This design comes from an exercise in tuning for a short achievable clock period and few clock cycles on the open sky130 flow, not from production work.
Function was checked by simulation only, so behaviour that the tests miss may differ from the original.
No activity file was given, so power comes from the tool's default toggle rates.

==> run a <==
==> flow/design.v <==
module CPU (
    output [6:0] disp0, disp1, disp2, disp3, disp4, disp5, disp6, disp7, disp8, disp9, disp10, disp11, disp12, disp13,
    output [2:0] flags,
    output halted,
    output [5:0] mem_addr,
    output mem_wr,
    output [13:0] mem_wdata,
    input [13:0] mem_rdata,
    input clk, rst);
    reg rst_q;              
    reg [5:0] addr;         
    reg [5:0] pc;           
    reg halt_r;
    reg dcyc;               
    reg wr_r;
    reg [13:0] wdata_r;
    reg ev;                 
    reg [13:0] ir;
    reg [13:0] A, B;        
    reg [111:0] rf;         
    reg [2:0] flags_r;
    reg [97:0] disp_r;
    reg [1:0] mph;
    reg [17:0] pp0, pp1, pp2;
    reg [15:0] pp3;
    reg [13:0] mres;
    reg movf;
    reg dbusy;
    reg [3:0] dcnt;
    reg [13:0] drem, dq;
    reg [27:0] dd;
    assign mem_addr = addr;
    assign mem_wr = wr_r;
    assign mem_wdata = wdata_r;
    assign flags = flags_r;
    assign halted = halt_r;
    assign {disp13, disp12, disp11, disp10, disp9, disp8, disp7,
            disp6, disp5, disp4, disp3, disp2, disp1, disp0} = disp_r;
    wire [4:0] op = ir[13:9];
    wire [2:0] rd = ir[8:6];
    function [14:0] addc14(input [13:0] a, input [13:0] b, input cin);
        reg [13:0] g, p, G, P;
        integer i, d;
        begin
            g = a & b;
            p = a ^ b;
            G = g;
            P = p;
            G[0] = g[0] | (p[0] & cin);
            for (d = 1; d < 14; d = d * 2)
                for (i = 13; i >= d; i = i - 1) begin
                    G[i] = G[i] | (P[i] & G[i-d]);
                    P[i] = P[i] & P[i-d];
                end
            addc14 = {G[13], p ^ {G[12:0], cin}};
        end
    endfunction
    wire [14:0] addAB = addc14(A, B, 1'b0);
    wire [14:0] subAB = addc14(A, ~B, 1'b1);     
    wire ltAB = !subAB[14];
    wire eqAB = (A == B);
    wire [14:0] cmp2 = addc14({1'b0, A[13:1]}, ~{1'b0, B[12:0]}, 1'b1);
    wire lt2B = B[13] || !cmp2[14];
    wire bz = (B == 14'd0);
    wire bbig = |B[13:4];
    wire [13:0] shl = bbig ? 14'd0 : (A << B[3:0]);
    wire [13:0] shr = bbig ? 14'd0 : (A >> B[3:0]);
    wire [21:0] mlo = {4'd0, pp0} + {pp1, 4'd0};
    wire [13:0] mfull = mlo[13:0] + {pp2[5:0], 8'd0} + {pp3[1:0], 12'd0};
    wire mover = (|mlo[21:8]) || (|pp2) || (|pp3);
    wire [14:0] cg1 = addc14(A >> 3, ~B, 1'b1);
    wire [14:0] cg2 = addc14(A >> 6, ~B, 1'b1);
    wire [14:0] cg3 = addc14(A >> 9, ~B, 1'b1);
    wire [14:0] cg4 = addc14(A >> 12, ~B, 1'b1);
    wire c1 = cg1[14];
    wire c2 = cg2[14];
    wire c3 = cg3[14];
    wire c4 = cg4[14];
    wire [3:0] nstep = c4 ? 4'd15 : c3 ? 4'd12 : c2 ? 4'd9 : c1 ? 4'd6 : 4'd3;
    wire [27:0] dd0 = c4 ? {B, 14'd0} : c3 ? {3'd0, B, 11'd0} : c2 ? {6'd0, B, 8'd0} :
                      c1 ? {9'd0, B, 5'd0} : {12'd0, B, 2'd0};
    wire div_slow = !bz && !lt2B;            
    wire [14:0] dt = addc14(drem, ~dd[13:0], 1'b1);
    wire dbit = dt[14] && (dd[27:14] == 14'd0);
    wire [13:0] dr_n = dbit ? dt[13:0] : drem;
    wire [13:0] dq_n = {dq[12:0], dbit};
    wire dlast = (dcnt == 4'd1);
    wire mz = (A == 14'd0) || (B == 14'd0);
    wire isMUL = (op == 5'b00101);
    wire isDIV = (op == 5'b00110);
    wire stall = ev && ((isMUL && mph == 2'd0 && !mz) || (isMUL && mph == 2'd1) ||
                        (isDIV && !dbusy && div_slow) ||
                        (isDIV && dbusy && !dlast));
    reg [13:0] res;
    reg wreg;
    always @(*) begin
        wreg = 1'b1;
        res = 14'd0;
        case (op)
            5'b00011: res = addAB[13:0];
            5'b00100: res = ltAB ? 14'd0 : subAB[13:0];
            5'b00101: res = mph[1] ? mres : 14'd0;
            5'b00110: res = dbusy ? dq_n : (bz ? A : (ltAB ? 14'd0 : 14'd1));
            5'b01101: res = A & B;
            5'b01110: res = A | B;
            5'b01111: res = ~A;
            5'b10000: res = A ^ B;
            5'b10001: res = ~A + 14'd1;
            5'b10010: res = shl;
            5'b10011: res = shr;
            5'b10100, 5'b10110: res = {A[12:0], 1'b0};
            5'b10101, 5'b10111: res = {1'b0, A[13:1]};
            5'b11000: res = {A[12:0], A[13]};
            5'b11001: res = {A[0], A[13:1]};
            5'b11101: res = A;
            default: wreg = 1'b0;
        endcase
    end
    reg fset;
    reg [2:0] fval;
    always @(*) begin
        fset = 1'b0;
        fval = 3'd0;
        case (op)
            5'b00011: begin fset = addAB[14]; fval = 3'd3; end
            5'b00100: begin fset = ltAB; fval = 3'd4; end
            5'b00101: begin fset = mph[1] && movf; fval = 3'd3; end
            5'b00110: begin fset = !dbusy && bz; fval = 3'd5; end
            5'b00111: begin fset = 1'b1; fval = ltAB ? 3'd1 : 3'd2; end
            5'b01000: begin fset = 1'b1; fval = (!ltAB && !eqAB) ? 3'd1 : 3'd2; end
            5'b01001: begin fset = 1'b1; fval = (ltAB || eqAB) ? 3'd1 : 3'd2; end
            5'b01010: begin fset = 1'b1; fval = !ltAB ? 3'd1 : 3'd2; end
            5'b01011: begin fset = 1'b1; fval = eqAB ? 3'd1 : 3'd2; end
            5'b01100: begin fset = 1'b1; fval = !eqAB ? 3'd1 : 3'd2; end
            5'b10001: begin fset = (A != 14'd0); fval = 3'd3; end
            5'b11100: begin fset = 1'b1; fval = A[0] ? 3'd7 : 3'd6; end
            default: ;
        endcase
    end
    function [6:0] hex7(input [3:0] v);
        reg [15:0] m;
        begin
            m = 16'd1 << v;
            hex7[6] = |(m & 16'h2812);
            hex7[5] = |(m & 16'hf860);
            hex7[4] = |(m & 16'hf004);
            hex7[3] = |(m & 16'ha692);
            hex7[2] = |(m & 16'h22ba);
            hex7[1] = |(m & 16'h208e);
            hex7[0] = |(m & 16'h3083);
        end
    endfunction
    reg [97:0] dispb, disph;
    integer k;
    always @(*) begin
        for (k = 0; k < 14; k = k + 1)
            dispb[k*7 +: 7] = A[k] ? 7'b1001111 : 7'b0000001;
        disph = {98{1'b1}};
        disph[6:0] = hex7(A[3:0]);
        disph[13:7] = hex7(A[7:4]);
        disph[20:14] = hex7(A[11:8]);
        disph[27:21] = hex7({2'b00, A[13:12]});
    end
    wire ex = ev && !stall;                   
    wire wen = ex && wreg;
    wire [7:0] wsel = wen ? (8'd1 << rd) : 8'd0;
    wire [7:0] lsel = (ev && op == 5'b11110) ? (8'd1 << rd) : 8'd0;
    wire fetch = !halt_r && !dcyc && !stall;
    wire [4:0] fop = mem_rdata[13:9];
    wire [2:0] fd = mem_rdata[8:6];
    wire [2:0] fa = mem_rdata[5:3];
    wire [2:0] fb = mem_rdata[2:0];
    wire fmem = (fop == 5'b11110) || (fop == 5'b11111);
    wire [5:0] addr1 = addr + 6'd1;
    wire fw = ev && wreg;
    wire [13:0] rfa = (fw && rd == fa) ? res : rf[fa*14 +: 14];
    wire [13:0] rfb = (fw && rd == fb) ? res : rf[fb*14 +: 14];
    wire [13:0] rfd = (fw && rd == fd) ? res : rf[fd*14 +: 14];
    always @(posedge clk or posedge rst) begin
        if (rst) begin
            rst_q <= 1'b1;
            addr <= 6'd0;
            halt_r <= 1'b0;
            dcyc <= 1'b0;
            wr_r <= 1'b0;
            ev <= 1'b0;
        end else begin
            rst_q <= 1'b0;
            wr_r <= fetch && fop == 5'b11111;
            if (fetch) begin
                addr <= fmem ? mem_rdata[5:0] : addr1;
                dcyc <= fmem;
                ev <= (fop != 5'b00001);
                if (fop == 5'b00001) halt_r <= 1'b1;
            end else if (dcyc) begin
                addr <= pc;
                dcyc <= 1'b0;
                ev <= 1'b0;
            end
        end
    end
    always @(posedge clk) begin
        wdata_r <= rfd;
        if (fetch) begin
            pc <= addr1;
            ir <= mem_rdata;
            A <= rfa;
            B <= rfb;
        end
        if (ev && isMUL && mph == 2'd0) begin
            pp0 <= A * B[3:0];
            pp1 <= A * B[7:4];
            pp2 <= A * B[11:8];
            pp3 <= A * B[13:12];
        end
        if (ev && isMUL && mph == 2'd1) begin
            mres <= mfull;
            movf <= mover;
        end
        if (ev && isDIV) begin
            if (!dbusy) begin
                drem <= A;
                dq <= 14'd0;
                dd <= dd0;
                dcnt <= nstep;
            end else begin
                drem <= dr_n;
                dq <= dq_n;
                dd <= dd >> 1;
                dcnt <= dcnt - 4'd1;
            end
        end
    end
    always @(posedge clk) begin
        if (rst_q) begin
            rf <= 112'd0;
            flags_r <= 3'd0;
            disp_r <= {14{7'b0000001}};
            mph <= 2'd0;
            dbusy <= 1'b0;
        end else begin
            for (k = 0; k < 8; k = k + 1) begin
                if (lsel[k]) rf[k*14 +: 14] <= mem_rdata;
                else if (wsel[k]) rf[k*14 +: 14] <= res;
            end
            if (ex && fset) flags_r <= fval;
            if (ev && op == 5'b11010) disp_r <= dispb;
            if (ev && op == 5'b11011) disp_r <= disph;
            if (ev && isMUL) mph <= (mph == 2'd0) ? {1'b0, !mz} : (mph == 2'd1) ? 2'd2 : 2'd0;
            if (ev && isDIV) begin
                if (!dbusy) dbusy <= div_slow;
                else if (dlast) dbusy <= 1'b0;
            end
        end
    end
endmodule
==> flow/flow/run.sh <==
#!/bin/bash
# The standard layout, with timing repair aimed well below the clock period
# (the constraints are unchanged): a setup margin for repair_timing, cell
# resizing not held to the same footprint, and ports buffered with buf_4.
set -euo pipefail
bash standard.sh SETUP_SLACK_MARGIN=18 MATCH_CELL_FOOTPRINT=0 \
    "BUFFER_PORTS_ARGS=-buffer_cell sky130_fd_sc_hd__buf_4" finish > make_finish.log 2>&1
==> flow/standard.sh <==
#!/bin/bash
# synth_recipe.tcl (not shown) runs the flow's synth.tcl, then flattens the netlist and writes it again
# the make line also repeats each setting of config.mk as NAME=value (left out here)
make -C /OpenROAD-flow-scripts/flow DESIGN_CONFIG=/design/flow/config.mk WORK_HOME=/design/flow/orfs CLKGATE_MAP_FILE= SYNTH_SCRIPT=/design/flow/synth_recipe.tcl "${@:-finish}"
==> flow/config.mk <==
export PLATFORM = sky130hd
export DESIGN_NAME = CPU
export DESIGN_NICKNAME = CPU
export VERILOG_FILES = /design/flow/design.v
export SDC_FILE = /design/flow/constraint.sdc
export NUM_CORES = 4
export LEC_CHECK = 0
export CAP_MARGIN = 20
export CORE_MARGIN = 2
export CORE_UTILIZATION = 40
export PLACE_DENSITY = 0.6
export SLEW_MARGIN = 20
==> flow/constraint.sdc <==
create_clock -name core_clock -period 24.0 [get_ports {clk}]
set_input_delay 4.8000 -clock core_clock [delete_from_list [all_inputs] [get_ports {clk}]]
set_output_delay 4.8000 -clock core_clock [all_outputs]
set_load 0.01 [all_outputs]
==> run b: changes against run a <==
==> flow/design.v, changed modules only <==
module CPU (
    output [6:0] disp0, disp1, disp2, disp3, disp4, disp5, disp6, disp7, disp8, disp9, disp10, disp11, disp12, disp13,
    output [2:0] flags,
    output halted,
    output [5:0] mem_addr,
    output mem_wr,
    output [13:0] mem_wdata,
    input [13:0] mem_rdata,
    input clk, rst);
    reg rst_q;              
    reg [5:0] addr;         
    reg [5:0] pc;           
    reg halt_r;
    reg dcyc;               
    reg wr_r;
    reg [13:0] wdata_r;
    reg ev;                 
    reg [13:0] ir;
    reg [13:0] A, B;        
    reg [111:0] rf;         
    reg [2:0] flags_r;
    reg [97:0] disp_r;
    reg mph;
    reg [20:0] p0, p1;
    reg dbusy;
    reg [3:0] dcnt;
    reg [13:0] drem, dq;
    reg [27:0] dd;
    assign mem_addr = addr;
    assign mem_wr = wr_r;
    assign mem_wdata = wdata_r;
    assign flags = flags_r;
    assign halted = halt_r;
    assign {disp13, disp12, disp11, disp10, disp9, disp8, disp7,
            disp6, disp5, disp4, disp3, disp2, disp1, disp0} = disp_r;
    wire [4:0] op = ir[13:9];
    wire [2:0] rd = ir[8:6];
    function [14:0] addc14(input [13:0] a, input [13:0] b, input cin);
        reg [13:0] g, p, G, P;
        integer i, d;
        begin
            g = a & b;
            p = a ^ b;
            G = g;
            P = p;
            G[0] = g[0] | (p[0] & cin);
            for (d = 1; d < 14; d = d * 2)
                for (i = 13; i >= d; i = i - 1) begin
                    G[i] = G[i] | (P[i] & G[i-d]);
                    P[i] = P[i] & P[i-d];
                end
            addc14 = {G[13], p ^ {G[12:0], cin}};
        end
    endfunction
    wire [14:0] addAB = addc14(A, B, 1'b0);
    wire [14:0] subAB = addc14(A, ~B, 1'b1);     
    wire ltAB = !subAB[14];
    wire eqAB = (A == B);
    wire [14:0] cmp2 = addc14({1'b0, A[13:1]}, ~{1'b0, B[12:0]}, 1'b1);
    wire lt2B = B[13] || !cmp2[14];
    wire bz = (B == 14'd0);
    wire bbig = |B[13:4];
    wire [13:0] shl = bbig ? 14'd0 : (A << B[3:0]);
    wire [13:0] shr = bbig ? 14'd0 : (A >> B[3:0]);
    wire [14:0] mulhi = addc14({7'd0, p0[13:7]}, {7'd0, p1[6:0]}, 1'b0);
    wire [13:0] mulres = {mulhi[6:0], p0[6:0]};
    wire mulovf = (p1 > 21'd1) || (p1 == 21'd1 && p0 >= 21'd128) || (p0 >= 21'd256);
    wire [14:0] cg1 = addc14(A >> 3, ~B, 1'b1);
    wire [14:0] cg2 = addc14(A >> 6, ~B, 1'b1);
    wire [14:0] cg3 = addc14(A >> 9, ~B, 1'b1);
    wire [14:0] cg4 = addc14(A >> 12, ~B, 1'b1);
    wire c1 = cg1[14];
    wire c2 = cg2[14];
    wire c3 = cg3[14];
    wire c4 = cg4[14];
    wire [3:0] nstep = c4 ? 4'd15 : c3 ? 4'd12 : c2 ? 4'd9 : c1 ? 4'd6 : 4'd3;
    wire [27:0] dd0 = c4 ? {B, 14'd0} : c3 ? {3'd0, B, 11'd0} : c2 ? {6'd0, B, 8'd0} :
                      c1 ? {9'd0, B, 5'd0} : {12'd0, B, 2'd0};
    wire div_slow = !bz && !lt2B;            
    wire [14:0] dt = addc14(drem, ~dd[13:0], 1'b1);
    wire dbit = dt[14] && (dd[27:14] == 14'd0);
    wire [13:0] dr_n = dbit ? dt[13:0] : drem;
    wire [13:0] dq_n = {dq[12:0], dbit};
    wire dlast = (dcnt == 4'd1);
    wire mz = (A == 14'd0) || (B == 14'd0);
    wire isMUL = (op == 5'b00101);
    wire isDIV = (op == 5'b00110);
    wire stall = ev && ((isMUL && !mph && !mz) ||
                        (isDIV && !dbusy && div_slow) ||
                        (isDIV && dbusy && !dlast));
    reg [13:0] res;
    reg wreg;
    always @(*) begin
        wreg = 1'b1;
        res = 14'd0;
        case (op)
            5'b00011: res = addAB[13:0];
            5'b00100: res = ltAB ? 14'd0 : subAB[13:0];
            5'b00101: res = mph ? mulres : 14'd0;
            5'b00110: res = dbusy ? dq_n : (bz ? A : (ltAB ? 14'd0 : 14'd1));
            5'b01101: res = A & B;
            5'b01110: res = A | B;
            5'b01111: res = ~A;
            5'b10000: res = A ^ B;
            5'b10001: res = ~A + 14'd1;
            5'b10010: res = shl;
            5'b10011: res = shr;
            5'b10100, 5'b10110: res = {A[12:0], 1'b0};
            5'b10101, 5'b10111: res = {1'b0, A[13:1]};
            5'b11000: res = {A[12:0], A[13]};
            5'b11001: res = {A[0], A[13:1]};
            5'b11101: res = A;
            default: wreg = 1'b0;
        endcase
    end
    reg fset;
    reg [2:0] fval;
    always @(*) begin
        fset = 1'b0;
        fval = 3'd0;
        case (op)
            5'b00011: begin fset = addAB[14]; fval = 3'd3; end
            5'b00100: begin fset = ltAB; fval = 3'd4; end
            5'b00101: begin fset = mph && mulovf; fval = 3'd3; end
            5'b00110: begin fset = !dbusy && bz; fval = 3'd5; end
            5'b00111: begin fset = 1'b1; fval = ltAB ? 3'd1 : 3'd2; end
            5'b01000: begin fset = 1'b1; fval = (!ltAB && !eqAB) ? 3'd1 : 3'd2; end
            5'b01001: begin fset = 1'b1; fval = (ltAB || eqAB) ? 3'd1 : 3'd2; end
            5'b01010: begin fset = 1'b1; fval = !ltAB ? 3'd1 : 3'd2; end
            5'b01011: begin fset = 1'b1; fval = eqAB ? 3'd1 : 3'd2; end
            5'b01100: begin fset = 1'b1; fval = !eqAB ? 3'd1 : 3'd2; end
            5'b10001: begin fset = (A != 14'd0); fval = 3'd3; end
            5'b11100: begin fset = 1'b1; fval = A[0] ? 3'd7 : 3'd6; end
            default: ;
        endcase
    end
    function [6:0] hex7(input [3:0] v);
        case (v)
            4'd0: hex7 = 7'b0000001;
            4'd1: hex7 = 7'b1001111;
            4'd2: hex7 = 7'b0010010;
            4'd3: hex7 = 7'b0000110;
            4'd4: hex7 = 7'b1001100;
            4'd5: hex7 = 7'b0100100;
            4'd6: hex7 = 7'b0100000;
            4'd7: hex7 = 7'b0001111;
            4'd8: hex7 = 7'b0000000;
            4'd9: hex7 = 7'b0001100;
            4'd10: hex7 = 7'b0001000;
            4'd11: hex7 = 7'b1100000;
            4'd12: hex7 = 7'b0110001;
            4'd14: hex7 = 7'b0110000;
            4'd15: hex7 = 7'b0111000;
            default: hex7 = 7'b1111111;
        endcase
    endfunction
    reg [97:0] dispb, disph;
    integer k;
    always @(*) begin
        for (k = 0; k < 14; k = k + 1)
            dispb[k*7 +: 7] = A[k] ? 7'b1001111 : 7'b0000001;
        disph = {98{1'b1}};
        disph[6:0] = hex7(A[3:0]);
        disph[13:7] = hex7(A[7:4]);
        disph[20:14] = hex7(A[11:8]);
        disph[27:21] = hex7({2'b00, A[13:12]});
    end
    wire ex = ev && !stall;                   
    wire wen = ex && wreg;
    wire [7:0] wsel = wen ? (8'd1 << rd) : 8'd0;
    wire [7:0] lsel = (ev && op == 5'b11110) ? (8'd1 << rd) : 8'd0;
    wire fetch = !halt_r && !dcyc && !stall;
    wire [4:0] fop = mem_rdata[13:9];
    wire [2:0] fd = mem_rdata[8:6];
    wire [2:0] fa = mem_rdata[5:3];
    wire [2:0] fb = mem_rdata[2:0];
    wire fmem = (fop == 5'b11110) || (fop == 5'b11111);
    wire [5:0] addr1 = addr + 6'd1;
    wire [13:0] rfa = (wen && rd == fa) ? res : rf[fa*14 +: 14];
    wire [13:0] rfb = (wen && rd == fb) ? res : rf[fb*14 +: 14];
    wire [13:0] rfd = (wen && rd == fd) ? res : rf[fd*14 +: 14];
    always @(posedge clk or posedge rst) begin
        if (rst) begin
            rst_q <= 1'b1;
            addr <= 6'd0;
            halt_r <= 1'b0;
            dcyc <= 1'b0;
            wr_r <= 1'b0;
            ev <= 1'b0;
        end else begin
            rst_q <= 1'b0;
            wr_r <= fetch && fop == 5'b11111;
            if (fetch) begin
                addr <= fmem ? mem_rdata[5:0] : addr1;
                dcyc <= fmem;
                ev <= (fop != 5'b00001);
                if (fop == 5'b00001) halt_r <= 1'b1;
            end else if (dcyc) begin
                addr <= pc;
                dcyc <= 1'b0;
                ev <= 1'b0;
            end
        end
    end
    always @(posedge clk) begin
        if (fetch) begin
            pc <= addr1;
            ir <= mem_rdata;
            A <= rfa;
            B <= rfb;
            wdata_r <= rfd;
        end
        if (ev && isMUL && !mph) begin
            p0 <= A * B[6:0];
            p1 <= A * B[13:7];
        end
        if (ev && isDIV) begin
            if (!dbusy) begin
                drem <= A;
                dq <= 14'd0;
                dd <= dd0;
                dcnt <= nstep;
            end else begin
                drem <= dr_n;
                dq <= dq_n;
                dd <= dd >> 1;
                dcnt <= dcnt - 4'd1;
            end
        end
    end
    always @(posedge clk) begin
        if (rst_q) begin
            rf <= 112'd0;
            flags_r <= 3'd0;
            disp_r <= {14{7'b0000001}};
            mph <= 1'b0;
            dbusy <= 1'b0;
        end else begin
            for (k = 0; k < 8; k = k + 1) begin
                if (lsel[k]) rf[k*14 +: 14] <= mem_rdata;
                else if (wsel[k]) rf[k*14 +: 14] <= res;
            end
            if (ex && fset) flags_r <= fval;
            if (ev && op == 5'b11010) disp_r <= dispb;
            if (ev && op == 5'b11011) disp_r <= disph;
            if (ev && isMUL) mph <= !mph && !mz;
            if (ev && isDIV) begin
                if (!dbusy) dbusy <= div_slow;
                else if (dlast) dbusy <= 1'b0;
            end
        end
    end
endmodule
==> flow/run.sh (new file) <==
#!/bin/bash
# synth_recipe.tcl (not shown) runs the flow's synth.tcl, then flattens the netlist and writes it again
# the make line also repeats each setting of config.mk as NAME=value (left out here)
make -C /OpenROAD-flow-scripts/flow DESIGN_CONFIG=/design/flow/config.mk WORK_HOME=/design/flow/orfs CLKGATE_MAP_FILE= SYNTH_SCRIPT=/design/flow/synth_recipe.tcl finish
removed: flow/flow/run.sh
removed: flow/standard.sh
==> run notes <==
Of run a and run b, run a has the higher area after synthesis (gap 1.4%, measured against run b). Between run a and run b, the lower combinational power is in run a (gap about 10%, measured against run b). Between run b and run a, the lower synthesized cell count is in run b (gap 4.3%, measured against run a). Of run b and run a, run b has the higher global-route usage (gap 1.3 points). In run b the via count is smaller than in run a, by 2.3%.
Testbench counts of run a, summed over its fixed seeds: cycles 63,495.
Testbench counts of run b, summed over its fixed seeds: cycles 63,354.

## what the ideal ports hide
In the flow no input, the clock included, has a driving cell. The finished layouts below were timed again as built, in two steps. Step 1 sets driving cells, clkbuf_16 on the clock port and buf_2 on the other inputs (assumed; they add their load-dependent delay and slew). Step 2 adds t to the input delays and takes it off the output delays; t is the mean of the earliest and latest rising clock arrival at the registers after step 1. Input paths then give back, and output paths get back, about the clock's delay inside the block. Three values: ideal, step 1, step 2; two values: the first two.
run | shift t [ns] | setup slack, ns | slew at the worst register clock pin (ns) | cell pins on the clock port's net
run a | 0.661 | 17.973 / 17.911 / 17.498 | 0.07 / 0.07 | 1
run b | 0.664 | 16.437 / 16.478 / 15.814 | 0.07 / 0.07 | 1
After both steps setup and hold are still met in every run listed. The setup slack of run b, which loses most, moves by +0.041 ns with the drivers and by -0.623 ns with both steps.
